Background: an optimization exercise with open tools, aiming at small area, a short achievable clock period and few clock cycles per item. Do not read the settings as production practice. The RTL was checked by simulation tests, not by an equivalence proof against the original design. No activity file was given, so power comes from the tool's default toggle rates.

## flow/run.sh

```bash
#!/bin/bash
# synth_recipe.tcl (not shown) runs the flow's synth.tcl, then flattens the netlist and writes it again
# the make line also repeats each setting of config.mk as NAME=value (left out here)
make -C /OpenROAD-flow-scripts/flow DESIGN_CONFIG=/design/flow/config.mk WORK_HOME=/design/flow/orfs CLKGATE_MAP_FILE= SYNTH_SCRIPT=/design/flow/synth_recipe.tcl finish
```

## flow/config.mk

```make
export PLATFORM = sky130hd
export DESIGN_NAME = array
export DESIGN_NICKNAME = array
export VERILOG_FILES = /design/flow/design.v
export SDC_FILE = /design/flow/constraint.sdc
export NUM_CORES = 4
export LEC_CHECK = 0
export CAP_MARGIN = 20
export CORE_MARGIN = 2
export CORE_UTILIZATION = 40
export SLEW_MARGIN = 20
export SYNTH_HIERARCHICAL = 1
export SYNTH_MINIMUM_KEEP_SIZE = 0
```

## flow/constraint.sdc

```tcl
create_clock -name core_clock -period 6.5 [get_ports {clk}]
set_input_delay 1.3000 -clock core_clock [delete_from_list [all_inputs] [get_ports {clk}]]
set_output_delay 1.3000 -clock core_clock [all_outputs]
set_load 0.01 [all_outputs]
```

## flow/design.v

```verilog
`timescale 1ns / 1ps
module booth_enc #(
    parameter W = 8
)(
    input  wire [W-1:0]   b,
    output wire [W/2-1:0] one,
    output wire [W/2-1:0] two,
    output wire [W/2-1:0] neg
);
    wire [W:0] bx = {b, 1'b0};
    genvar i;
    generate
        for (i = 0; i < W/2; i = i + 1) begin : dig
            assign one[i] = bx[2*i+1] ^ bx[2*i];
            assign two[i] = (bx[2*i+2] & ~bx[2*i+1] & ~bx[2*i]) |
                            (~bx[2*i+2] & bx[2*i+1] & bx[2*i]);
            assign neg[i] = bx[2*i+2];
        end
    endgenerate
endmodule
module mac_pe_8_bit #(
    parameter W = 8
)(
    input  wire clk,
    input  wire clear,
    input  wire [W-1:0] a,
    input  wire [W/2-1:0] one,
    input  wire [W/2-1:0] two,
    input  wire [W/2-1:0] neg,
    output reg  [2*W-1:0] product
);
    wire pp_0_0 = ((one[0] & a[0])) ^ neg[0];
    wire pp_0_1 = ((one[0] & a[1]) | (two[0] & a[0])) ^ neg[0];
    wire pp_0_2 = ((one[0] & a[2]) | (two[0] & a[1])) ^ neg[0];
    wire pp_0_3 = ((one[0] & a[3]) | (two[0] & a[2])) ^ neg[0];
    wire pp_0_4 = ((one[0] & a[4]) | (two[0] & a[3])) ^ neg[0];
    wire pp_0_5 = ((one[0] & a[5]) | (two[0] & a[4])) ^ neg[0];
    wire pp_0_6 = ((one[0] & a[6]) | (two[0] & a[5])) ^ neg[0];
    wire pp_0_7 = ((one[0] & a[7]) | (two[0] & a[6])) ^ neg[0];
    wire pp_0_8 = ~(((one[0] & a[7]) | (two[0] & a[7])) ^ neg[0]);
    wire pp_1_0 = ((one[1] & a[0])) ^ neg[1];
    wire pp_1_1 = ((one[1] & a[1]) | (two[1] & a[0])) ^ neg[1];
    wire pp_1_2 = ((one[1] & a[2]) | (two[1] & a[1])) ^ neg[1];
    wire pp_1_3 = ((one[1] & a[3]) | (two[1] & a[2])) ^ neg[1];
    wire pp_1_4 = ((one[1] & a[4]) | (two[1] & a[3])) ^ neg[1];
    wire pp_1_5 = ((one[1] & a[5]) | (two[1] & a[4])) ^ neg[1];
    wire pp_1_6 = ((one[1] & a[6]) | (two[1] & a[5])) ^ neg[1];
    wire pp_1_7 = ((one[1] & a[7]) | (two[1] & a[6])) ^ neg[1];
    wire pp_1_8 = ~(((one[1] & a[7]) | (two[1] & a[7])) ^ neg[1]);
    wire pp_2_0 = ((one[2] & a[0])) ^ neg[2];
    wire pp_2_1 = ((one[2] & a[1]) | (two[2] & a[0])) ^ neg[2];
    wire pp_2_2 = ((one[2] & a[2]) | (two[2] & a[1])) ^ neg[2];
    wire pp_2_3 = ((one[2] & a[3]) | (two[2] & a[2])) ^ neg[2];
    wire pp_2_4 = ((one[2] & a[4]) | (two[2] & a[3])) ^ neg[2];
    wire pp_2_5 = ((one[2] & a[5]) | (two[2] & a[4])) ^ neg[2];
    wire pp_2_6 = ((one[2] & a[6]) | (two[2] & a[5])) ^ neg[2];
    wire pp_2_7 = ((one[2] & a[7]) | (two[2] & a[6])) ^ neg[2];
    wire pp_2_8 = ~(((one[2] & a[7]) | (two[2] & a[7])) ^ neg[2]);
    wire pp_3_0 = ((one[3] & a[0])) ^ neg[3];
    wire pp_3_1 = ((one[3] & a[1]) | (two[3] & a[0])) ^ neg[3];
    wire pp_3_2 = ((one[3] & a[2]) | (two[3] & a[1])) ^ neg[3];
    wire pp_3_3 = ((one[3] & a[3]) | (two[3] & a[2])) ^ neg[3];
    wire pp_3_4 = ((one[3] & a[4]) | (two[3] & a[3])) ^ neg[3];
    wire pp_3_5 = ((one[3] & a[5]) | (two[3] & a[4])) ^ neg[3];
    wire pp_3_6 = ((one[3] & a[6]) | (two[3] & a[5])) ^ neg[3];
    wire pp_3_7 = ((one[3] & a[7]) | (two[3] & a[6])) ^ neg[3];
    wire pp_3_8 = ~(((one[3] & a[7]) | (two[3] & a[7])) ^ neg[3]);
    wire acc_0 = ~clear & product[0];
    wire acc_1 = ~clear & product[1];
    wire acc_2 = ~clear & product[2];
    wire acc_3 = ~clear & product[3];
    wire acc_4 = ~clear & product[4];
    wire acc_5 = ~clear & product[5];
    wire acc_6 = ~clear & product[6];
    wire acc_7 = ~clear & product[7];
    wire acc_8 = clear | product[8];
    wire acc_9 = ~clear & product[9];
    wire acc_10 = ~clear & product[10];
    wire acc_11 = ~clear & product[11];
    wire acc_12 = ~clear & product[12];
    wire acc_13 = ~clear & product[13];
    wire acc_14 = ~clear & product[14];
    wire acc_15 = ~clear & product[15];
    wire s0, c0;
    ha_cell u1 (.x(pp_0_4), .y(pp_1_2), .s(s0), .co(c0));
    wire s1, c1;
    ha_cell u2 (.x(pp_0_5), .y(pp_1_3), .s(s1), .co(c1));
    wire s2, c2;
    fa_cell u3 (.x(pp_0_6), .y(pp_1_4), .z(pp_2_2), .s(s2), .co(c2));
    wire s3, c3;
    ha_cell u4 (.x(pp_3_0), .y(neg[3]), .s(s3), .co(c3));
    wire s4, c4;
    fa_cell u5 (.x(pp_0_7), .y(pp_1_5), .z(pp_2_3), .s(s4), .co(c4));
    wire s5, c5;
    ha_cell u6 (.x(pp_3_1), .y(acc_7), .s(s5), .co(c5));
    wire s6, c6;
    fa_cell u7 (.x(pp_0_8), .y(pp_1_6), .z(pp_2_4), .s(s6), .co(c6));
    wire s7, c7;
    ha_cell u8 (.x(pp_3_2), .y(acc_8), .s(s7), .co(c7));
    wire s8, c8;
    fa_cell u9 (.x(pp_1_7), .y(pp_2_5), .z(pp_3_3), .s(s8), .co(c8));
    wire s9, c9;
    ha_cell u10 (.x(pp_1_8), .y(pp_2_6), .s(s9), .co(c9));
    wire s10, c10;
    ha_cell u11 (.x(pp_0_2), .y(pp_1_0), .s(s10), .co(c10));
    wire s11, c11;
    ha_cell u12 (.x(pp_0_3), .y(pp_1_1), .s(s11), .co(c11));
    wire s12, c12;
    fa_cell u13 (.x(pp_2_0), .y(neg[2]), .z(acc_4), .s(s12), .co(c12));
    wire s13, c13;
    fa_cell u14 (.x(pp_2_1), .y(acc_5), .z(s1), .s(s13), .co(c13));
    wire s14, c14;
    fa_cell u15 (.x(acc_6), .y(s2), .z(s3), .s(s14), .co(c14));
    wire s15, c15;
    fa_cell u16 (.x(s4), .y(s5), .z(c2), .s(s15), .co(c15));
    wire s16, c16;
    fa_cell u17 (.x(s6), .y(s7), .z(c4), .s(s16), .co(c16));
    wire s17, c17;
    fa_cell u18 (.x(acc_9), .y(s8), .z(c6), .s(s17), .co(c17));
    wire s18, c18;
    fa_cell u19 (.x(pp_3_4), .y(acc_10), .z(s9), .s(s18), .co(c18));
    wire s19, c19;
    fa_cell u20 (.x(pp_2_7), .y(pp_3_5), .z(acc_11), .s(s19), .co(c19));
    wire s20, c20;
    ha_cell u21 (.x(pp_2_8), .y(pp_3_6), .s(s20), .co(c20));
    wire s21, c21;
    ha_cell u22 (.x(pp_0_0), .y(neg[0]), .s(s21), .co(c21));
    wire s22, c22;
    ha_cell u23 (.x(pp_0_1), .y(acc_1), .s(s22), .co(c22));
    wire s23, c23;
    fa_cell u24 (.x(neg[1]), .y(acc_2), .z(s10), .s(s23), .co(c23));
    wire s24, c24;
    fa_cell u25 (.x(acc_3), .y(s11), .z(c10), .s(s24), .co(c24));
    wire s25, c25;
    fa_cell u26 (.x(s0), .y(s12), .z(c11), .s(s25), .co(c25));
    wire s26, c26;
    fa_cell u27 (.x(c0), .y(s13), .z(c12), .s(s26), .co(c26));
    wire s27, c27;
    fa_cell u28 (.x(c1), .y(s14), .z(c13), .s(s27), .co(c27));
    wire s28, c28;
    fa_cell u29 (.x(c3), .y(s15), .z(c14), .s(s28), .co(c28));
    wire s29, c29;
    fa_cell u30 (.x(c5), .y(s16), .z(c15), .s(s29), .co(c29));
    wire s30, c30;
    fa_cell u31 (.x(c7), .y(s17), .z(c16), .s(s30), .co(c30));
    wire s31, c31;
    fa_cell u32 (.x(c8), .y(s18), .z(c17), .s(s31), .co(c31));
    wire s32, c32;
    fa_cell u33 (.x(c9), .y(s19), .z(c18), .s(s32), .co(c32));
    wire s33, c33;
    fa_cell u34 (.x(acc_12), .y(s20), .z(c19), .s(s33), .co(c33));
    wire s34, c34;
    fa_cell u35 (.x(pp_3_7), .y(acc_13), .z(c20), .s(s34), .co(c34));
    wire s35, c35;
    ha_cell u36 (.x(pp_3_8), .y(acc_14), .s(s35), .co(c35));
    wire [15:0] row0 = {acc_15, s35, s34, s33, s32, s31, s30, s29, s28, s27, s26, s25, s24, s23, s22, acc_0};
    wire [15:0] row1 = {c35, c34, c33, c32, c31, c30, c29, c28, c27, c26, c25, c24, c23, c22, c21, s21};
    always @(posedge clk)
        product <= row0 + row1;
endmodule
module fa_cell (input wire x, input wire y, input wire z, output wire s, output wire co);
    assign s  = x ^ y ^ z;
    assign co = (x & y) | (x & z) | (y & z);
endmodule
module ha_cell (input wire x, input wire y, output wire s, output wire co);
    assign s  = x ^ y;
    assign co = x & y;
endmodule
`timescale 1ns / 1ps
module array #(
    parameter W = 8
)(
    input  wire clk,
    input  wire rst,
    input  wire start,
    input  wire signed [3*W-1:0] a,
    input  wire signed [3*W-1:0] b,
    output wire signed [9*2*W-1:0] result,
    output reg  result_valid
);
    reg beat1, beat2;
    reg accumulate;
    always @(posedge clk) begin
        if (rst) begin
            beat1        <= 1'b0;
            beat2        <= 1'b0;
            accumulate   <= 1'b0;
            result_valid <= 1'b0;
        end else begin
            beat1        <= start;
            beat2        <= beat1;
            accumulate   <= start | beat1;
            result_valid <= beat2;
        end
    end
    genvar i, j;
    generate
        for (j = 0; j < 3; j = j + 1) begin : enc
            wire [W/2-1:0] one, two, neg;
            booth_enc #(.W(W)) E (
                .b  (b[j*W +: W]),
                .one(one),
                .two(two),
                .neg(neg)
            );
        end
        for (i = 0; i < 3; i = i + 1) begin : row
            for (j = 0; j < 3; j = j + 1) begin : col
                mac_pe_8_bit PE (
                    .clk    (clk),
                    .clear  (~accumulate),
                    .a      (a[i*W +: W]),
                    .one    (enc[j].one),
                    .two    (enc[j].two),
                    .neg    (enc[j].neg),
                    .product(result[(i*3 + j)*2*W +: 2*W])
                );
            end
        end
    endgenerate
endmodule
```

==> results of run 1 <==
==> modules after synthesis, one instance, submodules excluded, a selection <==
module        flops+latches  cell area [um^2]  cells inside
array                     4               113             9
fa_cell                   0              20.0             1
ha_cell                   0              12.5             1
mac_pe_8_bit             16              1790           219
==> registers in the layout, summed over array words and instances (netlist names) <==
register and count:
accumulate 1, beat1 1, beat2 1, result_valid 1, row.col.PE.product 144
==> metal layers <==
metal	vias to the layer above	wire length, um
met3	75	2940
met4	0	1790
met5	-	0
met1	8704	28400
li1	8288	-
met2	536	29500
==> kinds of logic (layout without fill, tap and decap cells) <==
kind of cell,after synthesis,count (layout),synth area share
AO/OA/AOI/OAI,586,586,0.191
XOR/XNOR,459,459,0.180
adder cells (fa/ha/maj),468,468,0.339
buffers and inverters,250,336,0.0472
flip-flops,148,148,0.133
multiplexers,18,18,0.00859
other,0,1,0
AND/OR/NAND/NOR,429,429,0.101
==> Yosys cell counts, types with 18 or more instances <==
cell type / n / area, um^2
sky130_fd_sc_hd__o211ai_2: 27 / 338
sky130_fd_sc_hd__o21ai_1: 33 / 165
sky130_fd_sc_hd__a22oi_1: 252 / 1890
sky130_fd_sc_hd__nand3_1: 18 / 90.1
sky130_fd_sc_hd__o21ai_0: 54 / 270
sky130_fd_sc_hd__nand2b_1: 36 / 225
sky130_fd_sc_hd__buf_2: 45 / 225
sky130_fd_sc_hd__nand2_1: 129 / 484
sky130_fd_sc_hd__fa_1: 225 / 4500
sky130_fd_sc_hd__nor2b_1: 141 / 882
sky130_fd_sc_hd__a21o_1: 45 / 338
sky130_fd_sc_hd__xnor2_1: 360 / 3150
sky130_fd_sc_hd__inv_1: 37 / 139
sky130_fd_sc_hd__and3_1: 27 / 169
sky130_fd_sc_hd__ha_1: 243 / 3040
sky130_fd_sc_hd__xor2_1: 99 / 867
sky130_fd_sc_hd__nor2_1: 36 / 135
sky130_fd_sc_hd__clkbuf_1: 153 / 574
sky130_fd_sc_hd__dfxtp_1: 148 / 2960
sky130_fd_sc_hd__a21oi_1: 90 / 450
==> area by class of cell <==
class | count | area, um^2
clock buffer | 22 | 474
sequential | 148 | 2960
fill | 5240 | 29700
timing repair buffer | 267 | 2470
inverter | 37 | 141
antenna | 1 | 2.50
clock inverter | 10 | 123
multi-input combinational | 1960 | 18300
tap | 748 | 936
==> layout by cell type, fill, tap and decap left out, types with 33 or more instances in the layout <==
cell type / n
sky130_fd_sc_hd__a22oi_1: 252
sky130_fd_sc_hd__xnor2_1: 360
sky130_fd_sc_hd__a21oi_1: 90
sky130_fd_sc_hd__ha_1: 243
sky130_fd_sc_hd__a21o_1: 45
sky130_fd_sc_hd__o21ai_0: 54
sky130_fd_sc_hd__nor2_1: 36
sky130_fd_sc_hd__fa_1: 225
sky130_fd_sc_hd__nand2b_1: 36
sky130_fd_sc_hd__clkdlybuf4s50_1: 183
sky130_fd_sc_hd__dfxtp_1: 148
sky130_fd_sc_hd__xor2_1: 90
sky130_fd_sc_hd__nand2_1: 129
sky130_fd_sc_hd__buf_4: 69
sky130_fd_sc_hd__inv_1: 36
sky130_fd_sc_hd__nor2b_1: 141
sky130_fd_sc_hd__o21ai_1: 33
==> worst max-delay path, delay by kind of cell <==
family	cells	cell delay, ps
adder cells (fa/ha/maj)	4	1910
AO/OA/AOI/OAI	5	1050
buffers and inverters	2	810
AND/OR/NAND/NOR	2	320
XOR/XNOR	2	320
==> final timing paths <==
path | end | cells past startpoint
setup / recovery | row[0].col[0].PE.product[13] | 15
hold / removal | result_valid | 1
setup reg to reg | row[0].col[0].PE.product[13] | 12
hold reg to reg | result_valid | 1
==> where the power goes <==
part / internal, mW / switching [mW]
Combinational: 5.31 / 6.26
Sequential: 1.55 / 0.319
Clock: 0.597 / 0.460
==> run summary, run 1 <==
Floorplan:
- The die boundary width is 240 um.
- The die covers 0.0576 mm^2.
- The site row count is 86.
- The floorplan step set the die height to 240 um.
- The placeable core area is 0.0551 mm^2.
- For this configuration, the core starts out at a cell density of 0.404.
- The number of ports placed on the die boundary is 196.

Clock network:
- The tree is rooted in a sky130_fd_sc_hd__clkbuf_16.
- The clock passes through at most 2 buffers.
- For the worst-skew pair, the clock arrives at the later sink with an insertion delay of 490 ps.
- The clock sink total is 148.
- The number of buffers inserted during clock tree synthesis is 17.
- The total number of H-tree levels is 4.
- TritonCTS built the clock tree.
- Post-CTS timing repair inserted 0 buffers for setup.
- The number of buffers added to fix hold violations after cts is 0.
- The total of cells resized after clock tree synthesis is 0.
- The clock-pin transition on the worst setup and hold timing paths is 60 ps.

Logic synthesis:
- For this run, asynchronously set or reset flops after synthesis account for 0.
- For this run, the number of Yosys warnings is 8.
- Each instance of the synthesized netlist takes up on average between 9 and 10 um^2.
- The most frequently used flop master after synthesis is sky130_fd_sc_hd__dfxtp_1.
- In this run the cell area of the synthesized design comes to 0.0223 mm^2.
- The number of enable flip-flop cells after synthesis is 0.
- The netlist uses 39 different library cells.
- For this run, the register share of the synthesized area comes to 0.133.
- The total of flip-flops plus latches after synthesis is 148.
- The number of nets handed over by synthesis was 2,877.
- The number of instances in the synthesized netlist is ~2,400.

Timing:
- The final max-slew violation count is 0.
- Adding up every negative setup slack in the final design gives 0 ps.
- The final number of setup-violating endpoints is 0.
- Between clock sinks in the finished design, the worst skew comes to 10.5 ps.
- The worst path in the final design needs a cycle of 5350 ps, including I/O delays and setup.
- Setup repair after global routing left no endpoint under its margin.
- Hold is met by 445 ps.
- The number of hold violations in the final report came to 0.
- The max-slew headroom at the worst pin is 0.408.
- The fmax is 0.187 GHz.
- For the pin with the worst max-slew slack, the measured transition is approximately 880 ps.
- Setup slack on the critical path of the routed design comes to 1150 ps.
- The share of the cycle needed by the critical path after routing is 0.823.

Global routing:
- The number of global-route vias before repair is about 18,000.
- met2 is the most crowded layer.
- The fraction of met1 tracks used by global routing is 0.299.
- The first global-routing pass estimated 101,000 um of wire.
- For this run, global-route usage on met2 was measured as 0.360.
- In the global route stage, overall resource usage came out at 0.222.
- In the global route stage, met3 resource usage came out at 0.0318.
- The maximum number of pins on one net before global-route repair is 65.
- Global routing finished with a remaining overflow of 0.
- The initial antenna violation count is 2.

Setup path:
- Of all nets on the critical path, the largest fanout is 24.
- In this run the register-to-register setup slack is 2340 ps.
- In this run the worst setup path begins at b[2].
- The cell repeated most along the worst path is sky130_fd_sc_hd__fa_1.
- Data on the critical path is required at its endpoint by 6870 ps.
- The slowest cell on the critical path is sky130_fd_sc_hd__fa_1.
- The source of the worst register-to-register timing path is accumulate.
- The worst setup path is captured at a flop.
- For this run, the slowest stage of the critical path takes 520 ps.
- Walking the worst path, the cells encountered are clkdlybuf4s50_1 > nand2b_1 > o22ai_1 > buf_4 > a22oi_1 > xnor2_1 > fa_1 > fa_1 > fa_1 > ha_1 > a21oi_1 > nand2_1 > a31oi_2 > o21bai_2 > xor2_1.
- The setup path with the least slack is of type input pin to flop.
- The type of element launching the critical path is an input pin.
- The data arrival time at the worst-slack endpoint is about 5700 ps.

Drt:
- In this run the remaining antenna-violating nets after routing total 0.
- In this run, the number of DRC markers left after iteration 0 of detailed routing was approximately 1,100.
- The post-detailed-route wirelength per cell is 19.6 um.
- The first detailed-routing pass ran for 6 iterations.
- The overall routed net length is 62,600 um.
- The ratio of routed vias to standard cells is 5.51.
- For this run, design rule violations remaining after detail routing come to 0.
- The number of vias in the routed layout is about 18,000.

Final layout:
- The fraction of final layout cells sized beyond drive strength 1 is 0.0876.
- Measured on the finished design, the core utilization comes to 0.462.
- The area growth from synthesis to layout is 14.2%.
- The final layout contains a little under 3,000 nets.
- Summing all non-filler instances in the final layout gives an area of 0.0254 mm^2.
- The count of placed standard cells in the final layout, fillers left out is 3,193.

Place:
- The placed wire-length estimate after detailed placement is around 47,000 um.
- Counting tap cells, the placed design contains a total of between 3,000 and 4,000 instances.
- The worst setup slack before clock tree synthesis is between 700 and 800 ps.
- After detailed placement, the total cell area comes to 0.0248 mm^2.
- The routability congestion estimate from global placement is 0.879.
- The number of input and output port buffers inserted is 195.

Outcome:
- The run finished with no timing, DRC or antenna violations.

Pwr:
- The maximum VDD drop is 0.346 mV.
- For this design the static power due to leakage is between 10 and 15 nW.
- Dividing total power by cell area gives a power density of 570 mW/mm^2.
- Power comes to 14.5 mW.

Min path:
- The hold path startpoint is beat2.
- The class of the most critical hold timing path is flop to flop.

Flow run:
- The max-cap violation count is 0.
Testbench counts, summed over its fixed seeds: cycles 14,408, items 4,800.
==> inputs of run 2 (changes only) <==
--- a/flow/config.mk
+++ b/flow/config.mk
@@ -8,6 +8,7 @@
 export CAP_MARGIN = 20
 export CORE_MARGIN = 2
 export CORE_UTILIZATION = 40
+export SETUP_SLACK_MARGIN = 3
 export SLEW_MARGIN = 20
 export SYNTH_HIERARCHICAL = 1
 export SYNTH_MINIMUM_KEEP_SIZE = 0
==> run summary, run 2 <==
Setup path:
- The source of the worst register-to-register timing path is accumulate.
- The required arrival time at the worst endpoint is 6900 ps (+30 ps).
- The critical path endpoint category is a flop.
- The worst reg-to-reg setup slack is 2540 ps (+200 ps).
- The capture point of the worst reg-to-reg path is row[0].col[0].PE.product[13].
- By startpoint and endpoint, the worst setup path is classified as input pin to flop.
- The data arrival time at the worst-slack endpoint is 5010 ps (-710 ps).
- In this run the worst setup path terminates at row[2].col[0].PE.product[13].
- STA classifies the critical path startpoint as an input pin.
- The depth of the most critical reg-to-reg path is 12 (unchanged).
- The start point of the critical path is b[3].
- The largest driver fanout on the critical path is 6 (-75%).

Drt:
- The detailed-routing iteration count for the pre-antenna-repair pass is 5 (-1).
- The ratio of routed vias to standard cells is 5.68 (+3.0%).
- The remaining antenna violation count is 0 (unchanged).
- The post-detailed-route wirelength per cell was 22.8 um (+16%).
- The number of violations reported at the end of detailed-routing iteration 0 came to 1,204 (+12%).
- The overall routed net length is 78,000 um (+25%).
- The number of vias in the routed layout is 19,400 (+10%).
- The total DRC errors in the routed layout is 0 (unchanged).

Final layout:
- The net count reported at finish is 3,183 (+7.9%).
- Ranked by flip-flop count, first place goes to row.col.PE.product.
- In the layout the commonest cells are sky130_fd_sc_hd__xnor2_1, sky130_fd_sc_hd__fa_1, sky130_fd_sc_hd__a22oi_1.
- The number of flip-flops in the largest register is 144 (unchanged).
- The fraction of final layout cells sized beyond drive strength 1 came to 0.332 (+0.245).
- The leading cell type in the layout, fill and taps excluded is sky130_fd_sc_hd__xnor2_1.
- The number of antenna repair diodes is 0 (-1).
- The area growth from synthesis to layout is 43.5%.

Timing:
- The share of the cycle needed by the critical path after routing is 0.708 (-0.114).
- The final max-slew violation count came to 0 (unchanged).
- The setup TNS is 0 ps (unchanged).
- The final number of setup-violating endpoints was 0 (unchanged).
- The max-slew headroom at the worst pin was 0.509 (+0.100).
- The post-route minimum period is 4610 ps (-741 ps).
- The setup clock skew after layout is 20.6 ps (+10.1 ps).
- Setup repair after global routing could not meet its margin everywhere.
- The number of hold violations in the final report is 0 (unchanged).
- The smallest hold slack was 464 ps (+18.8 ps).
- The actual transition at the worst max-transition pin is 737 ps (-148 ps).
- The fmax was 0.217 GHz (+16%).

Logic synthesis:
- By instance count, the leading cell after synthesis is sky130_fd_sc_hd__xnor2_1.
- The area fraction in compound gates after synthesis came to 0.191 (unchanged).
- After synthesis, the largest family of logic cells by area is adder cells.
- The xor/xnor cell area share of the yosys netlist is 0.180 (unchanged).
- The register area share after synthesis was 0.133 (unchanged).
- The biggest area contributor in the post-synthesis netlist is sky130_fd_sc_hd__fa_1.
- The number of instances in the synthesized netlist came to 2,358 (unchanged).
- The fraction of registers with async set or reset after synthesis was 0 (unchanged).
- The mean area per synthesized cell is 9.45 um^2 (unchanged).
- The count of warnings emitted by yosys is 8 (unchanged).
- The area share of and/or/nand/nor cells after synthesis came to 0.101 (unchanged).
- The number of enable flip-flop cells after synthesis is 0 (unchanged).
- Ranked by total cell area, the synthesized netlist is headed by sky130_fd_sc_hd__fa_1, sky130_fd_sc_hd__xnor2_1, sky130_fd_sc_hd__ha_1.
- The mux contribution to synthesized area is 0.00859 (unchanged).
- The area share of the leading cell type in the synthesized netlist is 0.202 (unchanged).
- The total of flip-flops plus latches after synthesis is 148 (unchanged).
- The fraction of the mapped netlist area in adder cells was 0.339 (unchanged).
- The most frequently used flop master after synthesis is sky130_fd_sc_hd__dfxtp_1.
- The number of library cell types mapped by synthesis is 39 (unchanged).
- By count the netlist is led by sky130_fd_sc_hd__xnor2_1, sky130_fd_sc_hd__a22oi_1, sky130_fd_sc_hd__ha_1, sky130_fd_sc_hd__fa_1, sky130_fd_sc_hd__clkbuf_1.
- The cell area after synthesis was 0.0223 mm^2 (unchanged).
- The post-synthesis net count is 2,877 (unchanged).

Pwr:
- The static leakage was 12.9 nW (+23%).
- The power per standard cell area is 662 mW/mm^2 (+16%).
- The maximum VDD drop is 0.321 mV (-7.3%).

Clock network:
- TritonCTS built the clock tree.
- The number of buffers inserted during clock tree synthesis is 17 (unchanged).
- The clock tree buffer depth was 2 (unchanged).
- The clock sink total is 148 (unchanged).
- The clock-pin transition on the worst setup and hold timing paths is 70 ps (about the same).
- The number of buffers added to fix hold violations after cts is 0 (unchanged).
- The worst-skew pair later-pin latency is 510 ps (+20 ps).
- The total number of H-tree levels is 4 (unchanged).
- The master cell of the clock root buffer is sky130_fd_sc_hd__clkbuf_16.

Global routing:
- The total global-route track usage is 0.269 (+0.0473).
- The total grt overflow is 0 (unchanged).
- The initial antenna violation count is 0 (-2).
- The global-route wire length before repair is 119,000 um (+18%).
- The number of global-route vias before repair is 20,300 (+13%).
- The maximum number of pins on one net before global-route repair is 62 (-4.6%).

Place:
- The number of input and output port buffers inserted came to 195 (unchanged).
- The placed wire-length estimate after detailed placement was 48,000 um (+3.1%).
- The routability congestion estimate from global placement is 0.873 (-0.73%).

Floorplan:
- The height of the die is 240 um (unchanged).
- The die boundary width was 240 um (unchanged).
- The area of the die was 0.0576 mm^2 (unchanged).
- The site row count came to 86 (unchanged).
- The initial core utilization is 0.404 (unchanged).
- The placeable core area is 0.0551 mm^2 (unchanged).
- The number of ports placed on the die boundary is 196 (unchanged).

Outcome:
- The flow ran to the end and the layout has no timing, DRC or antenna violations.

Flow run:
- The max-cap violation count was 0 (unchanged).

Min path:
- In this run the worst hold path is classified as flop to flop.
==> run 2: changes by cell type in the layout (fill, tap and decap cells not counted), moves of 36 or more <==
cell | previous run | this run
sky130_fd_sc_hd__buf_6 | 0 | 87
sky130_fd_sc_hd__ha_1 | 243 | 155
sky130_fd_sc_hd__clkdlybuf4s50_1 | 183 | 147
sky130_fd_sc_hd__ha_4 | 0 | 81
sky130_fd_sc_hd__buf_12 | 3 | 46
sky130_fd_sc_hd__a22oi_2 | 0 | 67
sky130_fd_sc_hd__a22oi_1 | 252 | 185
sky130_fd_sc_hd__xnor2_1 | 360 | 322
sky130_fd_sc_hd__xnor2_2 | 0 | 38
sky130_fd_sc_hd__a21oi_1 | 90 | 42
sky130_fd_sc_hd__buf_4 | 69 | 143
==> run 2: final cells by class <==
cell class	instances	area, um^2
flip-flops and latches	148	2960
clock buffers	22	484
fillers	4520	23100
repair buffers	496	5790
multi-input cells	1964	21600
well taps	748	936
clock inverters	8	77.6
inverters	37	141
==> run 2: stage by stage <==
step | total power [mW] | instance area, um^2 | cells | utilization | setup WS [ps]
2_1_floorplan | 12.4 | 23700 | 2358 | - | 1890
3_3_place_gp | 15.3 | 26100 | 3167 | 0.474 | 629
3_5_place_dp | 15.5 | 26100 | 3167 | 0.474 | 607
4_1_cts | 18.9 | 30300 | 3367 | 0.551 | 1950
5_1_grt | 22.6 | 32000 | 3423 | 0.580 | 1770
6_report | 21.1 | 32000 | 3423 | 0.580 | 1890
==> run 2: kinds of logic (layout without fill, tap and decap cells) <==
logic type | Yosys count | after routing
flops | 148 | 148
mux | 18 | 18
buf+inv | 250 | 563
fa+ha+maj | 468 | 468
compound gates | 586 | 590
simple gates | 429 | 429
xor+xnor | 459 | 459
==> run 2: repair_timing <==
action	4_1_cts	5_1_grt
gates cloned	35	2
resized for setup	455	235
setup endpoints to repair	124	108
pin swaps	241	203
buffers inserted	135	54
==> run 2: worst max-delay path: stages <==
cell                       delay [ps]
sky130_fd_sc_hd__buf_16           120
sky130_fd_sc_hd__buf_12           130
sky130_fd_sc_hd__nand3b_1         160
sky130_fd_sc_hd__o21ai_4          110
sky130_fd_sc_hd__buf_12           150
sky130_fd_sc_hd__buf_16           140
sky130_fd_sc_hd__a22oi_2          190
sky130_fd_sc_hd__xnor2_1          160
sky130_fd_sc_hd__fa_1             480
sky130_fd_sc_hd__fa_1             540
sky130_fd_sc_hd__fa_1             460
sky130_fd_sc_hd__ha_4             280
sky130_fd_sc_hd__and3_4           170
sky130_fd_sc_hd__and2_4           160
sky130_fd_sc_hd__a31oi_4          230
sky130_fd_sc_hd__o21bai_2          90
sky130_fd_sc_hd__xor2_1           140
==> run 2: per-layer routing <==
metal | GRT usage | wire length [um]
met5 | 0 | 0
met2 | 0.425 | 35500
met4 | 0.104 | 3310
met1 | 0.351 | 33300
met3 | 0.0711 | 5970
==> run 2: how the worst min path moves through the flow <==
stage | from | to | slack, ps | cells after the start
after floorplan | beat2 | result_valid | 410 | 1
after global placement | beat2 | result_valid | 440 | 1
after detailed placement | beat2 | result_valid | 450 | 1
after CTS | beat2 | result_valid | 470 | 1
after global routing | beat2 | result_valid | 490 | 1
final | beat2 | result_valid | 460 | 1
==> run 2: power breakdown <==
part	internal, mW	switching, mW
registers	1.55	0.326
logic	9.51	8.73
clock network	0.559	0.468
==> run 2: per-module statistics from Yosys (local to each module, per instance), excerpt <==
module	flops+latches	cell area (um^2)	cells inside	copies in the design
array	4	113	9	1
fa_cell	0	20.0	1	216
ha_cell	0	12.5	1	108
mac_pe_8_bit	16	1790	219	9
==> inputs of run 3 (changes only) <==
--- a/flow/config.mk
+++ b/flow/config.mk
@@ -8,7 +8,7 @@
 export CAP_MARGIN = 20
 export CORE_MARGIN = 2
 export CORE_UTILIZATION = 40
-export SETUP_SLACK_MARGIN = 3
+export SETUP_SLACK_MARGIN = 1.5
 export SLEW_MARGIN = 20
 export SYNTH_HIERARCHICAL = 1
 export SYNTH_MINIMUM_KEEP_SIZE = 0
==> run summary, run 3 <==
Setup path:
- The stage delay of the slowest cell on the critical path was 520 ps (-20 ps).
- The data arrival time at the worst-slack endpoint is 5290 ps (+280 ps).
- The type of element launching the critical path is an input pin.
- The source of the worst register-to-register timing path is accumulate.
- The total buffers and inverters traversed by the critical path is 3 (-1).
- The capture point of the worst reg-to-reg path is row[0].col[0].PE.product[13].
- The type of the worst setup path is input pin to flop.
- The family of cells with the greatest summed delay on the critical path is adder cells.
- The largest driver fanout on the critical path is 16 (+10).
- The worst reg-to-reg setup slack came to 2420 ps (-120 ps).
- The cell repeated most along the worst path is sky130_fd_sc_hd__fa_1.
- The required arrival time at the worst endpoint was 6890 ps (about the same).
- The critical path endpoint category is a flop.
- The slowest cell on the critical path is sky130_fd_sc_hd__fa_1.
- The critical path goes through clkbuf_4 > nand3b_1 > o21ai_4 > buf_6 > buf_4 > a22oi_1 > xnor2_1 > fa_1 > fa_1 > fa_1 > ha_1 > and3_1 > and2_1 > a31oi_4 > o21bai_2 > xor2_1.
- The depth of the most critical reg-to-reg path is 12 (unchanged).

Timing:
- The setup TNS was 0 ps (unchanged).
- The final number of setup-violating endpoints came to 0 (unchanged).
- The smallest hold slack is 445 ps (-18.8 ps).
- The worst setup slack after layout came to 1600 ps (-297 ps).
- The post-route minimum period is 4900 ps (+297 ps).
- The final max-slew violation count came to 0 (unchanged).
- The share of the cycle needed by the critical path after routing is 0.754 (+0.0457).
- The number of hold violations in the final report was 0 (unchanged).
- The setup clock skew after layout is 10.4 ps (-10.2 ps).
- The actual transition at the worst max-transition pin was 925 ps (+188 ps).
- The fmax is 0.204 GHz (-6.1%).
- The max-slew headroom at the worst pin is 0.383 (-0.126).
- Setup repair after global routing could not meet its margin everywhere.

Min path:
- The hold path startpoint is beat2.
- The path class of the tightest hold or removal check is flop to flop.
- The cell count of the worst hold path came to 1 (unchanged).
- The capture endpoint of the worst hold path is result_valid.

Logic synthesis:
- The number of enable flip-flop cells after synthesis is 0 (unchanged).
- The cell area after synthesis is 0.0223 mm^2 (unchanged).
- The fraction of registers with async set or reset after synthesis is 0 (unchanged).
- The count of warnings emitted by yosys is 8 (unchanged).
- The number of instances in the synthesized netlist is 2,358 (unchanged).
- The most frequent cell after synthesis is sky130_fd_sc_hd__xnor2_1.
- The register area share after synthesis came to 0.133 (unchanged).
- The most frequently used flop master after synthesis is sky130_fd_sc_hd__dfxtp_1.
- The dominant cell type by area after synthesis is sky130_fd_sc_hd__fa_1.
- The mean area per synthesized cell is 9.45 um^2 (unchanged).
- The number of library cell types mapped by synthesis is 39 (unchanged).
- The total of flip-flops plus latches after synthesis was 148 (unchanged).
- The area share of the leading cell type in the synthesized netlist was 0.202 (unchanged).
- By count the netlist is led by sky130_fd_sc_hd__xnor2_1, sky130_fd_sc_hd__a22oi_1, sky130_fd_sc_hd__ha_1, sky130_fd_sc_hd__fa_1, sky130_fd_sc_hd__clkbuf_1.
- After synthesis, the cell types taking the most area are sky130_fd_sc_hd__fa_1, sky130_fd_sc_hd__xnor2_1, sky130_fd_sc_hd__ha_1.
- The post-synthesis net count is 2,877 (unchanged).

Drt:
- The number of vias in the routed layout is 17,800 (-8.3%).
- The remaining antenna violation count is 0 (unchanged).
- The overall routed net length came to 65,000 um (-17%).
- The total DRC errors in the routed layout came to 0 (unchanged).
- The detailed-routing iteration count for the pre-antenna-repair pass was 5 (unchanged).
- The ratio of routed vias to standard cells is 5.53 (-2.6%).
- The number of violations reported at the end of detailed-routing iteration 0 is 1,176 (-2.3%).
- The post-detailed-route wirelength per cell came to 20.2 um (-12%).

Place:
- The placed wire-length estimate after detailed placement is 46,600 um (-3.0%).
- The worst setup slack before clock tree synthesis is 713 ps (+107 ps).
- The routability congestion estimate from global placement is 0.879 (+0.73%).
- The number of input and output port buffers inserted is 195 (unchanged).

Global routing:
- The global-route wire length before repair is 103,000 um (-13%).
- The maximum number of pins on one net before global-route repair is 65 (+4.8%).
- The total grt overflow is 0 (unchanged).
- The initial antenna violation count is 3 (+3).
- The number of global-route vias before repair is 18,300 (-10%).
- After global routing, the most crowded layer is met2.
- The global routing usage on met3 is 0.0338 (-0.0373).
- The fraction of met1 tracks used by global routing is 0.305 (-0.0458).
- The total global-route track usage came to 0.229 (-0.0404).
- The met2 track demand over resource in global routing is 0.373 (-0.0527).

Final layout:
- The count of fill cells added during filler insertion is 5,159 (+14%).
- The fraction of final layout cells sized beyond drive strength 1 is 0.120 (-0.212).
- The net count reported at finish is 2,979 (-6.4%).
- More flip-flops sit in one register than any other, and that register is row.col.PE.product.
- In the layout the commonest cells are sky130_fd_sc_hd__xnor2_1, sky130_fd_sc_hd__a22oi_1, sky130_fd_sc_hd__fa_1.
- The post-layout utilization of the core came to 0.477 (-0.103).
- The leading cell type in the layout, fill and taps excluded is sky130_fd_sc_hd__xnor2_1.
- The number of flip-flops in the largest register is 144 (unchanged).
- From synthesis to final layout, the design area changed by 17.9%.

Clock network:
- The clock tree from TritonCTS is yes.
- The number of buffers inserted during clock tree synthesis is 17 (unchanged).
- The clock sink total came to 148 (unchanged).
- The worst-skew pair later-pin latency was 490 ps (-20 ps).
- The master cell of the clock root buffer is sky130_fd_sc_hd__clkbuf_16.
- The clock tree buffer depth is 2 (unchanged).
- The total number of H-tree levels is 4 (unchanged).
- The clock-pin transition on the worst setup and hold timing paths came to 70 ps (about the same).

Pwr:
- The static leakage is 10.8 nW (-16%).
- The power per standard cell area is 585 mW/mm^2 (-12%).
- The maximum VDD drop was 0.372 mV (+16%).
- The power after layout is 15.4 mW (-27%).

Outcome:
- The run finished with no timing, DRC or antenna violations.

Floorplan:
- The area of the die came to 0.0576 mm^2 (unchanged).
- The die boundary width is 240 um (unchanged).
- The initial core utilization is 0.404 (unchanged).
- The placeable core area is 0.0551 mm^2 (unchanged).
- The number of ports placed on the die boundary came to 196 (unchanged).
- The height of the die was 240 um (unchanged).
- The site row count was 86 (unchanged).

Flow run:
- The max-cap violation count is 0 (unchanged).
-- run 3: logic make-up after synthesis --
| group | Yosys count | synth area share |
|---|---|---|
| compound gates | 586 | 0.191 |
| fa+ha+maj | 468 | 0.339 |
| xor+xnor | 459 | 0.180 |
| simple gates | 429 | 0.101 |
| buf+inv | 250 | 0.0472 |
| flops | 148 | 0.133 |
| mux | 18 | 0.00859 |
-- run 3: stage by stage --
stage                     cell area [um^2]  cells
after global placement               24800   3160
after floorplan                      22300   2358
after detailed placement             24800   3160
after global routing                 26300   3222
final                                26300   3223
after CTS                            26000   3217
-- run 3: layout make-up --
cell class                      count  area (um^2)  share of cell area
Multi-Input combinational cell   1960        18800               0.717
Clock buffer                       22          474              0.0181
Tap cell                          748          936              0.0356
Inverter                           37          141             0.00538
Antenna cell                        2         5.00            0.000191
Clock inverter                     10          123             0.00467
Timing Repair Buffer              296         2800               0.107
Sequential cell                   148         2960               0.113
-- run 3: worst max path at each step --
| stage | slack (ps) | end | cells past startpoint | startpoint |
|---|---|---|---|---|
| 3_5_place_dp | 710 | row[1].col[2].PE.product[13] | 12 | a[9] |
| 4_1_cts | 1480 | row[1].col[2].PE.product[13] | 15 | b[18] |
| 5_1_grt | 1500 | row[1].col[2].PE.product[15] | 14 | b[16] |
| 2_1_floorplan | 1590 | row[0].col[0].PE.product[13] | 14 | b[2] |
| 3_3_place_gp | 790 | row[1].col[1].PE.product[13] | 15 | b[12] |
| 6_report | 1600 | row[2].col[1].PE.product[13] | 16 | b[13] |
-- run 3: layer usage --
layer / vias up / part of all wire
met4: 0 / 0.035
li1: 8348 / -
met3: 110 / 0.048
met5: - / 0
met2: 552 / 0.47
met1: 8826 / 0.45
-- run 3: timing repair --
| item | 4_1_cts | 5_1_grt |
|---|---|---|
| hold buffers | 0 | 0 |
| pin swaps | 26 | 49 |
| endpoints found under the hold margin | 0 | 0 |
| resized for setup | 76 | 57 |
| setup buffers | 13 | 2 |
| gates cloned | 12 | 2 |
| endpoints found under the setup margin | 48 | 68 |
-- run 3: report_power, final --
group          internal [mW]  switching [mW]
clock network          0.597           0.461
registers               1.55           0.320
logic                   5.86            6.59
total                   8.01            7.37
-- run 3: Yosys stat by module (local to each module, per instance), excerpt --
| module | times used | cells | flip-flops and latches |
|---|---|---|---|
| array | 1 | 9 | 4 |
| fa_cell | 216 | 1 | 0 |
| ha_cell | 108 | 1 | 0 |
| mac_pe_8_bit | 9 | 219 | 16 |
==> inputs of run 4 (changes only) <==
--- a/flow/config.mk
+++ b/flow/config.mk
@@ -8,7 +8,7 @@
 export CAP_MARGIN = 20
 export CORE_MARGIN = 2
 export CORE_UTILIZATION = 40
-export SETUP_SLACK_MARGIN = 1.5
+export SETUP_SLACK_MARGIN = 2
 export SLEW_MARGIN = 20
 export SYNTH_HIERARCHICAL = 1
 export SYNTH_MINIMUM_KEEP_SIZE = 0
==> run summary, run 4 <==
Final layout:
- The net count reported at finish is 3,090 (+3.7%).
- The count of fill cells added during filler insertion is 4,931 (-4.4%).
- The count of placed standard cells in the final layout, fillers left out is 3,332 (+3.4%).
- The number of flip-flops in the largest register is 144 (unchanged).
- The fraction of final layout cells sized beyond drive strength 1 is 0.239 (+0.119).
- Leaving out fill and tap cells, the most frequent cells in the layout are sky130_fd_sc_hd__xnor2_1, sky130_fd_sc_hd__a22oi_1, sky130_fd_sc_hd__fa_1.
- row.col.PE.product holds more flip-flops than any other register.
- The area growth from synthesis to layout is 32.6%.
- The post-route cell area was 0.0295 mm^2 (+12%).
- The post-layout utilization of the core came to 0.536 (+0.0593).
- The number of antenna repair diodes is 0 (-2).
- The leading cell type in the layout, fill and taps excluded is sky130_fd_sc_hd__xnor2_1.

Logic synthesis:
- The number of instances in the synthesized netlist is 2,358 (unchanged).
- The number of library cell types mapped by synthesis came to 39 (unchanged).
- After synthesis, the most frequently instantiated cells are sky130_fd_sc_hd__xnor2_1, sky130_fd_sc_hd__a22oi_1, sky130_fd_sc_hd__ha_1, sky130_fd_sc_hd__fa_1, sky130_fd_sc_hd__clkbuf_1.
- The total of flip-flops plus latches after synthesis is 148 (unchanged).
- The area share of the leading cell type in the synthesized netlist is 0.202 (unchanged).
- The count of warnings emitted by yosys is 8 (unchanged).
- The fraction of registers with async set or reset after synthesis is 0 (unchanged).
- The mean area per synthesized cell is 9.45 um^2 (unchanged).
- The cell area after synthesis came to 0.0223 mm^2 (unchanged).
- The post-synthesis net count was 2,877 (unchanged).
- Of all cell types, the one taking the most synthesized area is sky130_fd_sc_hd__fa_1.
- The number of enable flip-flop cells after synthesis was 0 (unchanged).
- The most frequent cell after synthesis is sky130_fd_sc_hd__xnor2_1.
- The register area share after synthesis is 0.133 (unchanged).
- Ranked by total cell area, the synthesized netlist is headed by sky130_fd_sc_hd__fa_1, sky130_fd_sc_hd__xnor2_1, sky130_fd_sc_hd__ha_1.
- The most frequently used flop master after synthesis is sky130_fd_sc_hd__dfxtp_1.

Floorplan:
- The number of ports placed on the die boundary is 196 (unchanged).
- The height of the die is 240 um (unchanged).
- The initial core utilization is 0.404 (unchanged).
- The area of the die came to 0.0576 mm^2 (unchanged).
- The placeable core area was 0.0551 mm^2 (unchanged).
- The site row count came to 86 (unchanged).
- The die boundary width came to 240 um (unchanged).

Clock network:
- The number of buffers added to fix hold violations after cts came to 0 (unchanged).
- The clock sink total is 148 (unchanged).
- The total number of H-tree levels was 4 (unchanged).
- The clock-pin transition on the worst setup and hold timing paths is 70 ps (about the same).
- The master cell of the clock root buffer is sky130_fd_sc_hd__clkbuf_16.
- TritonCTS built the clock tree.
- The clock tree buffer depth is 2 (unchanged).
- The number of buffers inserted during clock tree synthesis is 17 (unchanged).
- The worst-skew pair later-pin latency is 510 ps (+20 ps).

Timing:
- The worst setup slack after layout was 1900 ps (+300 ps).
- The number of hold violations in the final report is 0 (unchanged).
- The setup TNS was 0 ps (unchanged).
- The final max-slew violation count came to 0 (unchanged).
- The post-route minimum period is 4600 ps (-300 ps).
- The smallest hold slack is 448 ps (+3.06 ps).
- The setup clock skew after layout is 13.3 ps (+2.97 ps).
- The actual transition at the worst max-transition pin is 717 ps (-208 ps).
- Setup repair after global routing could not meet its margin everywhere.
- The max-slew headroom at the worst pin was 0.522 (+0.139).
- The fmax is 0.217 GHz (+6.5%).
- The share of the cycle needed by the critical path after routing is 0.708 (-0.0461).
- The final number of setup-violating endpoints was 0 (unchanged).

Pwr:
- The power per standard cell area is 606 mW/mm^2 (+3.4%).
- The power after layout is 17.9 mW (+16%).
- The maximum VDD drop was 0.332 mV (-11%).
- The relative contribution of combinational cells to total power was 0.838 (+0.029).
- The static leakage is 12.0 nW (+11%).
- The net switching share of the total power was 0.460 (-0.0191).
- The reported net switching power is 8.23 mW (+12%).
- The register share of total power is 0.104 (-0.018).
- The design internal power was 9.65 mW (+21%).
- The clock network fraction of total power is 0.058 (-0.011).

Drt:
- The detailed-routing iteration count for the pre-antenna-repair pass came to 6 (+1).
- The post-detailed-route wirelength per cell was 21.8 um (+8.2%).
- The highest metal layer used by the detailed router is met5.
- The wire length on met3 was 4250 um (+35%).
- The met2 wire length came to 33,900 um (+11%).
- The met1 wire length is 31,400 um (+8.2%).
- The number of vias in the routed layout is 18,600 (+4.4%).
- The ratio of routed vias to standard cells is 5.59 (+1.0%).
- The overall routed net length is 72,800 um (+12%).
- The remaining antenna violation count is 0 (unchanged).
- The number of violations reported at the end of detailed-routing iteration 0 came to 1,278 (+8.7%).
- The total DRC errors in the routed layout came to 0 (unchanged).

Setup path:
- The worst setup path is captured at a flop.
- The largest driver fanout on the critical path came to 4 (-12).
- The type of the worst setup path is input pin to flop.
- The data arrival time at the worst-slack endpoint is 4990 ps (-300 ps).
- The required arrival time at the worst endpoint was 6890 ps (about the same).
- The type of element launching the critical path is an input pin.

Place:
- The total instance count after detailed placement is 3,160 (unchanged).
- The number of input and output port buffers inserted is 195 (unchanged).
- The placed wire-length estimate after detailed placement is 46,600 um (about the same).
- The worst setup slack before clock tree synthesis was 724 ps (+10.9 ps).
- The routability congestion estimate from global placement came to 0.856 (-2.7%).
- The area of placed instances was 0.0257 mm^2 (+3.6%).

Outcome:
- The run finished with no timing, DRC or antenna violations.

Global routing:
- The maximum number of pins on one net before global-route repair is 73 (+12%).
- The total grt overflow is 0 (unchanged).
- The global-route wire length before repair is 109,000 um (+6.1%).
- The initial antenna violation count is 2 (-1).
- The number of global-route vias before repair is 19,100 (+4.3%).
- The total global-route track usage was 0.247 (+0.0184).

Min path:
- The class of the most critical hold timing path is flop to flop.

Flow run:
- The max-cap violation count came to 0 (unchanged).
==> run 4: cell counts after synthesis <==
Identical to the previous run, type by type.
==> run 4: logic make-up after synthesis <==
kind of cell,synth area share
xor+xnor,0.180
fa+ha+maj,0.339
simple gates,0.101
buf+inv,0.0472
compound gates,0.191
mux,0.00859
flops,0.133
==> run 4: final cells by class <==
| class | instances | area [um^2] | share of cell area |
|---|---|---|---|
| multi-input cells | 1963 | 20300 | 0.686 |
| repair buffers | 404 | 4650 | 0.157 |
| clock inverters | 14 | 131 | 0.00445 |
| flip-flops and latches | 148 | 2960 | 0.100 |
| inverters | 37 | 141 | 0.00479 |
| clock buffers | 18 | 439 | 0.0149 |
| well taps | 748 | 936 | 0.0317 |
==> run 4: timing repair <==
item | 4_1_cts | 5_1_grt
cloned | 27 | 3
pin swaps | 70 | 177
endpoints found under the hold margin | 0 | 0
endpoints found under the setup margin | 90 | 70
setup buffers | 50 | 60
resized for setup | 231 | 185
==> run 4: power groups by stage <==
stage	sequential (mW)	combinational (mW)	clock (mW)
floorplan	1.97	9.92	0
global placement	1.88	12.9	0
detailed placement	1.88	13.1	0
CTS	1.87	13.7	1.07
global route	1.91	16.4	1.09
finish	1.85	15.0	1.03
==> run 4: final timing paths <==
kind	startpoint	endpoint	slack [ps]	cells past startpoint
setup / recovery	b[4]	row[1].col[0].PE.product[13]	1900	16
hold / removal	beat2	result_valid	450	1
setup reg to reg	accumulate	row[0].col[0].PE.product[15]	2580	12
hold reg to reg	beat2	result_valid	450	1
==> run 4: metal layers <==
layer	GRT usage	up-vias
li1	-	8606
met1	0.320	9218
met2	0.400	638
met3	0.0491	162
met4	0.108	4
met5	0	-
==> run 4: worst max-delay path: stages <==
cell	delay (ps)
sky130_fd_sc_hd__buf_8	110
sky130_fd_sc_hd__nand2b_4	140
sky130_fd_sc_hd__o21ai_4	260
sky130_fd_sc_hd__buf_6	160
sky130_fd_sc_hd__buf_4	110
sky130_fd_sc_hd__a22oi_2	70
sky130_fd_sc_hd__xnor2_1	200
sky130_fd_sc_hd__fa_1	500
sky130_fd_sc_hd__fa_1	520
sky130_fd_sc_hd__fa_2	590
sky130_fd_sc_hd__ha_4	210
sky130_fd_sc_hd__a21oi_2	160
sky130_fd_sc_hd__o211ai_2	140
sky130_fd_sc_hd__a31oi_4	280
sky130_fd_sc_hd__o21bai_2	110
sky130_fd_sc_hd__xor2_1	140
==> run 4: per-module statistics from Yosys (local to each module, per instance), excerpt <==
module	flops+latches	copies in the design	cell area, um^2
fa_cell	0	216	20.0
ha_cell	0	108	12.5
mac_pe_8_bit	16	9	1790
array	4	1	113
==> inputs of run 5 (changes only) <==
--- a/flow/config.mk
+++ b/flow/config.mk
@@ -8,7 +8,7 @@
 export CAP_MARGIN = 20
 export CORE_MARGIN = 2
 export CORE_UTILIZATION = 40
-export SETUP_SLACK_MARGIN = 2
+export SETUP_SLACK_MARGIN = 1.0
 export SLEW_MARGIN = 20
 export SYNTH_HIERARCHICAL = 1
 export SYNTH_MINIMUM_KEEP_SIZE = 0
==> run summary, run 5 <==
Setup path:
- The type of the worst setup path is input pin to flop.
- The source of the worst register-to-register timing path is accumulate.
- The worst reg-to-reg setup slack is 2370 ps (-210 ps).
- The depth of the most critical reg-to-reg path is 12 (unchanged).
- The largest driver fanout on the critical path was 12 (+8).
- In this run the critical register-to-register path is captured at row[0].col[0].PE.product[13].
- The type of element launching the critical path is an input pin.
- The required arrival time at the worst endpoint is 6870 ps (-20 ps).
- The critical path endpoint category is a flop.
- The data arrival time at the worst-slack endpoint came to 5640 ps (+650 ps).

Global routing:
- The maximum number of pins on one net before global-route repair came to 65 (-11%).
- The total global-route track usage was 0.222 (-0.0253).
- The global-route wire length before repair was 101,000 um (-8.1%).
- The number of global-route vias before repair is 18,000 (-5.8%).
- The initial antenna violation count came to 2 (unchanged).
- The total grt overflow is 0 (unchanged).

Drt:
- The overall routed net length is 62,700 um (-14%).
- The remaining antenna violation count came to 0 (unchanged).
- The total DRC errors in the routed layout is 0 (unchanged).
- The detailed-routing iteration count for the pre-antenna-repair pass came to 5 (-1).
- The number of vias in the routed layout is 17,500 (-6.0%).
- The ratio of routed vias to standard cells is 5.48 (-1.9%).
- The post-detailed-route wirelength per cell is 19.6 um (-10%).
- The number of violations reported at the end of detailed-routing iteration 0 is 1,155 (-9.6%).

Logic synthesis:
- The area share of and/or/nand/nor cells after synthesis is 0.101 (unchanged).
- The most common cell in the synthesized netlist is sky130_fd_sc_hd__xnor2_1.
- By area, the combinational part of the netlist is dominated by adder cells.
- The mean area per synthesized cell came to 9.45 um^2 (unchanged).
- The mux contribution to synthesized area is 0.00859 (unchanged).
- The area share of the leading cell type in the synthesized netlist is 0.202 (unchanged).
- The number of library cell types mapped by synthesis is 39 (unchanged).
- The fraction of registers with async set or reset after synthesis is 0 (unchanged).
- The register area share after synthesis came to 0.133 (unchanged).
- By count the netlist is led by sky130_fd_sc_hd__xnor2_1, sky130_fd_sc_hd__a22oi_1, sky130_fd_sc_hd__ha_1, sky130_fd_sc_hd__fa_1, sky130_fd_sc_hd__clkbuf_1.
- The post-synthesis net count came to 2,877 (unchanged).
- The dominant cell type by area after synthesis is sky130_fd_sc_hd__fa_1.
- The area fraction in compound gates after synthesis is 0.191 (unchanged).
- The number of enable flip-flop cells after synthesis came to 0 (unchanged).
- The cell area after synthesis is 0.0223 mm^2 (unchanged).
- The number of instances in the synthesized netlist is 2,358 (unchanged).
- The count of warnings emitted by yosys came to 8 (unchanged).
- The total of flip-flops plus latches after synthesis is 148 (unchanged).
- Ranked by total cell area, the synthesized netlist is headed by sky130_fd_sc_hd__fa_1, sky130_fd_sc_hd__xnor2_1, sky130_fd_sc_hd__ha_1.
- The most used flip-flop cell after synthesis is sky130_fd_sc_hd__dfxtp_1.
- The xor/xnor cell area share of the yosys netlist is 0.180 (unchanged).
- The fraction of the mapped netlist area in adder cells is 0.339 (unchanged).

Floorplan:
- The die boundary width is 240 um (unchanged).
- The height of the die came to 240 um (unchanged).
- The area of the die is 0.0576 mm^2 (unchanged).
- The placeable core area is 0.0551 mm^2 (unchanged).
- The site row count is 86 (unchanged).
- The initial core utilization is 0.404 (unchanged).
- The number of ports placed on the die boundary came to 196 (unchanged).

Clock network:
- The total number of H-tree levels was 4 (unchanged).
- The number of buffers added to fix hold violations after cts is 0 (unchanged).
- The post-CTS setup buffer count is 0 (-100%).
- TritonCTS built the clock tree.
- The worst-skew pair later-pin latency is 490 ps (-20 ps).
- The clock tree buffer depth came to 2 (unchanged).
- The root buffer cell chosen for the clock tree is sky130_fd_sc_hd__clkbuf_16.
- The clock-pin transition on the worst setup and hold timing paths is 60 ps (about the same).
- The number of buffers inserted during clock tree synthesis is 17 (unchanged).
- The clock sink total is 148 (unchanged).

Final layout:
- The area growth from synthesis to layout is 14.5%.
- The fraction of final layout cells sized beyond drive strength 1 is 0.0888 (-0.150).
- The net count reported at finish was 2,951 (-4.5%).
- In the layout the commonest cells are sky130_fd_sc_hd__xnor2_1, sky130_fd_sc_hd__a22oi_1, sky130_fd_sc_hd__ha_1.
- The count of fill cells added during filler insertion is 5,241 (+6.3%).
- The number of flip-flops in the largest register is 144 (unchanged).
- The register bank with the most flops is row.col.PE.product.
- The leading cell type in the layout, fill and taps excluded is sky130_fd_sc_hd__xnor2_1.

Flow run:
- The max-cap violation count is 0 (unchanged).

Pwr:
- The static leakage was 10.5 nW (-12%).
- The relative contribution of combinational cells to total power came to 0.799 (-0.039).
- The design internal power is 7.48 mW (-22%).
- The clock network fraction of total power was 0.073 (+0.015).
- The register share of total power was 0.129 (+0.025).
- The power per standard cell area is 571 mW/mm^2 (-5.7%).
- The maximum VDD drop is 0.355 mV (+7.0%).
- The net switching share of the total power is 0.486 (+0.0261).
- The reported net switching power is 7.09 mW (-14%).

Timing:
- The actual transition at the worst max-transition pin is 903 ps (+186 ps).
- The share of the cycle needed by the critical path after routing is 0.811 (+0.103).
- The setup TNS is 0 ps (unchanged).
- The post-route minimum period came to 5270 ps (+667 ps).
- The final max-slew violation count is 0 (unchanged).
- The worst setup slack after layout is 1230 ps (-667 ps).
- The final number of setup-violating endpoints came to 0 (unchanged).
- The smallest hold slack is 445 ps (-3.15 ps).
- The setup clock skew after layout is 10.5 ps (-2.80 ps).
- The max-slew headroom at the worst pin is 0.396 (-0.126).
- The fmax is 0.190 GHz (-13%).
- The number of hold violations in the final report is 0 (unchanged).
- Setup repair after global routing left no endpoint under its margin.

Min path:
- The capture endpoint of the worst hold path is result_valid.
- The class of the most critical hold timing path is flop to flop.
- The startpoint identified for the worst hold timing path is beat2.
- The cell count of the worst hold path came to 1 (unchanged).

Outcome:
- The run finished with no timing, DRC or antenna violations.

Place:
- The number of input and output port buffers inserted came to 195 (unchanged).
- The placed wire-length estimate after detailed placement is 46,600 um (about the same).
- The routability congestion estimate from global placement is 0.879 (+2.7%).
- The worst setup slack before clock tree synthesis is 713 ps (-10.9 ps).
[run 5: metrics by stage]
stage               std cells  power, mW  cell area, um^2   util
floorplan                2358       10.3            22300      -
global placement         3160       13.2            24800  0.451
detailed placement       3160       13.3            24800  0.451
CTS                      3192       14.5            25400  0.462
global route             3193       16.1            25500  0.463
finish                   3194       14.6            25500  0.463
[run 5: worst max-delay path by stage]
stage / slack (ps) / cells past startpoint / startpoint / endpoint
global route: 1010 / 15 / b[10] / row[1].col[1].PE.product[15]
finish: 1230 / 14 / b[6] / row[2].col[0].PE.product[13]
CTS: 1240 / 12 / a[9] / row[1].col[2].PE.product[13]
detailed placement: 710 / 12 / a[9] / row[1].col[2].PE.product[13]
global placement: 790 / 15 / b[12] / row[1].col[1].PE.product[13]
floorplan: 1590 / 14 / b[2] / row[0].col[0].PE.product[13]
[run 5: layout make-up]
type / count / area (um^2) / share of cell area
inverter: 37 / 141 / 0.00554
clock buffer: 22 / 474 / 0.0186
clock inverter: 10 / 123 / 0.00481
timing repair buffer: 268 / 2490 / 0.0976
antenna: 1 / 2.50 / 0.0000981
sequential: 148 / 2960 / 0.116
multi-input combinational: 1960 / 18400 / 0.720
tap: 748 / 936 / 0.0367
[run 5: power groups by stage]
stage	Clock, mW	Sequential (mW)	Combinational (mW)
final	1.06	1.87	11.6
after global placement	0	1.90	11.3
after CTS	1.09	1.89	11.6
after detailed placement	0	1.89	11.4
after floorplan	0	1.97	8.37
after global routing	1.12	1.93	13.0
[run 5: modules after synthesis (local to each module, per instance), excerpt]
module	copies in the design	flops+latches	cells	area, um^2
fa_cell	216	0	1	20.0
ha_cell	108	0	1	12.5
mac_pe_8_bit	9	16	219	1790
array	1	4	9	113
[run 5: cells by family (layout without fill, tap and decap cells)]
group,count (synthesis),after routing
DFF,148,148
AOI/OAI and AO/OA,586,586
other,0,1
muxes,18,18
buffers and inverters,250,337
and+or+nand+nor,429,429
adders and majority gates,468,468
xor gates and xnor gates,459,459
[run 5: worst max-delay path, cell delays in order]
cell                              delay (ps)
sky130_fd_sc_hd__clkdlybuf4s50_1         540
sky130_fd_sc_hd__xor2_2                  560
sky130_fd_sc_hd__buf_4                   290
sky130_fd_sc_hd__a22oi_1                 100
sky130_fd_sc_hd__xnor2_1                 270
sky130_fd_sc_hd__ha_1                    300
sky130_fd_sc_hd__fa_1                    520
sky130_fd_sc_hd__fa_1                    490
sky130_fd_sc_hd__ha_1                    360
sky130_fd_sc_hd__a21oi_1                 210
sky130_fd_sc_hd__o21ai_0                 160
sky130_fd_sc_hd__a31oi_2                 300
sky130_fd_sc_hd__o21bai_2                 90
sky130_fd_sc_hd__xor2_1                  140
[run 5: per-layer routing]
metal / wire [um] / track usage / part of all wire / up-vias
li1: - / - / - / 8289
met1: 28500 / 0.299 / 0.45 / 8668
met2: 29600 / 0.360 / 0.47 / 479
met3: 2780 / 0.0318 / 0.044 / 78
met4: 1790 / 0.0843 / 0.029 / 0
met5: 0 / 0 / 0 / -
[run 5: repair_timing]
action / 4_1_cts / 5_1_grt
hold endpoints to repair: 0 / 0
gates resized for setup: 0 / 10
endpoints found under the setup margin: 0 / 9
==> inputs of run 6 (changes only) <==
--- a/flow/config.mk
+++ b/flow/config.mk
@@ -7,8 +7,8 @@
 export LEC_CHECK = 0
 export CAP_MARGIN = 20
 export CORE_MARGIN = 2
-export CORE_UTILIZATION = 40
-export SETUP_SLACK_MARGIN = 1.0
+export CORE_UTILIZATION = 60
+export SETUP_SLACK_MARGIN = 1.5
 export SLEW_MARGIN = 20
 export SYNTH_HIERARCHICAL = 1
 export SYNTH_MINIMUM_KEEP_SIZE = 0
==> run summary, run 6 <==
Floorplan:
- The die boundary width is 197 um (-18%).
- The initial core utilization is 0.608 (+0.204).
- The height of the die came to 197 um (-18%).
- The placeable core area is 0.0366 mm^2 (-34%).

Setup path:
- The worst setup path endpoint is row[0].col[0].PE.product[13].
- The largest driver fanout on the critical path is 27 (+15).
- The capture point of the worst reg-to-reg path is row[2].col[1].PE.product[13].
- The worst setup path is captured at a flop.
- The slowest cell on the critical path is sky130_fd_sc_hd__fa_1.
- The start point of the critical path is b[0].
- STA classifies the critical path startpoint as an input pin.
- The cell repeated most along the worst path is sky130_fd_sc_hd__fa_1.
- The stage delay of the slowest cell on the critical path is 600 ps (+40 ps).
- The type of the worst setup path is input pin to flop.
- The depth of the most critical reg-to-reg path is 12 (unchanged).
- The data arrival time at the worst-slack endpoint is 5260 ps (-380 ps).
- The required arrival time at the worst endpoint was 6840 ps (-30 ps).

Logic synthesis:
- The commonest cells after synthesis are sky130_fd_sc_hd__xnor2_1, sky130_fd_sc_hd__a22oi_1, sky130_fd_sc_hd__ha_1, sky130_fd_sc_hd__fa_1, sky130_fd_sc_hd__clkbuf_1.
- The most frequent cell after synthesis is sky130_fd_sc_hd__xnor2_1.
- The mean area per synthesized cell is 9.45 um^2 (unchanged).
- In the post-synthesis netlist, the biggest area contributors are sky130_fd_sc_hd__fa_1, sky130_fd_sc_hd__xnor2_1, sky130_fd_sc_hd__ha_1.
- The cell area after synthesis is 0.0223 mm^2 (unchanged).
- In the synthesized netlist the dominant register cell turns out to be sky130_fd_sc_hd__dfxtp_1.
- The fraction of registers with async set or reset after synthesis came to 0 (unchanged).
- The post-synthesis net count is 2,877 (unchanged).
- The count of warnings emitted by yosys came to 8 (unchanged).
- The number of library cell types mapped by synthesis is 39 (unchanged).
- The dominant cell type by area after synthesis is sky130_fd_sc_hd__fa_1.
- The number of enable flip-flop cells after synthesis is 0 (unchanged).

Pwr:
- The static leakage was 11.0 nW (+4.0%).
- The maximum VDD drop is 0.599 mV (+68%).
- The power per standard cell area was 598 mW/mm^2 (+4.7%).

Place:
- The routability congestion estimate from global placement is 0.933 (+6.1%).
- The area of placed instances is 0.0245 mm^2 (-1.4%).
- The total instance count after detailed placement is 2,885 (-8.7%).
- The number of input and output port buffers inserted is 195 (unchanged).

Outcome:
- The flow ran to the end and the layout has no timing, DRC or antenna violations.

Timing:
- The final number of setup-violating endpoints is 0 (unchanged).
- The setup TNS was 0 ps (unchanged).
- The fmax came to 0.203 GHz (+7.0%).
- The share of the cycle needed by the critical path after routing is 0.758 (-0.0531).
- The max-slew headroom at the worst pin was 0.394 (-0.00190).
- The number of hold violations in the final report came to 0 (unchanged).
- The final max-slew violation count is 0 (unchanged).
- Setup repair after global routing left no endpoint under its margin.
- The setup clock skew after layout was 8.36 ps (-2.19 ps).
- The smallest hold slack is 444 ps (-0.205 ps).

Drt:
- The ratio of routed vias to standard cells is 6.09 (+11%).
- The remaining antenna violation count was 0 (unchanged).
- The overall routed net length was 61,200 um (-2.4%).
- The detailed-routing iteration count for the pre-antenna-repair pass is 6 (+1).

Global routing:
- The initial antenna violation count is 3 (+1).
- The maximum number of pins on one net before global-route repair came to 75 (+15%).
- The total global-route track usage is 0.317 (+0.0954).
- The total grt overflow is 0 (unchanged).
- The global-route wire length before repair is 98,300 um (-2.2%).

Final layout:
- The post-layout utilization of the core is 0.717 (+0.254).
- The register bank with the most flops is row.col.PE.product.
- The footprint of the multi-input gates came to 0.0190 mm^2 (+3.6%).
- The leading cell type in the layout, fill and taps excluded is sky130_fd_sc_hd__xnor2_1.
- The post-route cell area is 0.0263 mm^2 (+3.0%).
- The net count reported at finish was 2,998 (+1.6%).
- The count of placed standard cells in the final layout, fillers left out came to 2,962 (-7.3%).

Clock network:
- The number of buffers inserted during clock tree synthesis is 17 (unchanged).
- The clock sink total is 148 (unchanged).
- The total number of H-tree levels is 4 (unchanged).
- The number of buffers added to fix hold violations after cts was 0 (unchanged).
- The worst-skew pair later-pin latency is 460 ps (-30 ps).
- TritonCTS built the clock tree.
- The clock-pin transition on the worst setup and hold timing paths is 60 ps (about the same).

Min path:
- The class of the most critical hold timing path is flop to flop.
run 6: stage by stage:
step           setup WS, ps  power (mW)
2_1_floorplan          1590        10.3
3_3_place_gp            783        13.0
3_5_place_dp            703        13.2
4_1_cts                1500        15.1
5_1_grt                1480        17.1
6_report               1580        15.7
run 6: layer usage:
layer | share of wire | track usage | up-vias
li1 | - | - | 8397
met1 | 0.45 | 0.443 | 8882
met2 | 0.46 | 0.511 | 670
met3 | 0.065 | 0.0484 | 84
met4 | 0.020 | 0.0964 | 2
met5 | 0.00028 | 0 | -
run 6: power by group:
part | switching, mW | internal, mW
Clock | 0.443 | 0.642
Sequential | 0.276 | 1.55
Combinational | 6.70 | 6.10
run 6: timing repair:
action / in CTS / in global routing
buffers inserted: 17 / 9
gates cloned: 12 / 5
pin swaps: 28 / 82
endpoints found under the setup margin: 63 / 62
gates resized for setup: 102 / 104
run 6: logic make-up after synthesis:
| logic type | share of synthesized area |
|---|---|
| muxes | 0.00859 |
| xor gates and xnor gates | 0.180 |
| AOI/OAI and AO/OA | 0.191 |
| DFF | 0.133 |
| buffers and inverters | 0.0472 |
| and+or+nand+nor | 0.101 |
| adders and majority gates | 0.339 |
run 6: worst min-delay path by stage:
stage                from           end  slack (ps)  cells past startpoint
finish              beat2  result_valid         440                      1
detailed placement  beat2  result_valid         430                      1
floorplan           beat2  result_valid         410                      1
global route        beat2  result_valid         480                      1
CTS                 beat2  result_valid         450                      1
global placement    beat2  result_valid         430                      1
run 6: per-module statistics from Yosys (local to each module, per instance), a selection:
module,times used,flops+latches,cells inside,cell area [um^2]
mac_pe_8_bit,9,16,219,1790
fa_cell,216,0,1,20.0
array,1,4,9,113
ha_cell,108,0,1,12.5
run 6: worst max-delay path: cells and delay by family:
kind	cells	cell delay (ps)
XOR/XNOR	2	330
buffers and inverters	2	850
AO/OA/AOI/OAI	3	480
adder cells (fa/ha/maj)	4	1890
AND/OR/NAND/NOR	2	410
run 6: cell type report:
class,instances,area share
Antenna cell,2,0.000191
Sequential cell,148,0.113
Multi-Input combinational cell,1960,0.725
Clock inverter,13,0.00696
Tap cell,468,0.0223
Inverter,37,0.00538
Clock buffer,19,0.0165
Timing Repair Buffer,315,0.111

Check on run 6: ideal ports give 1.575 ns setup slack; a clkbuf_16 on the clock port and buf_2 on the inputs give 1.571 ns; moving port delays by the midpoint clock arrival (0.510 ns) as well gives 1.061 ns.
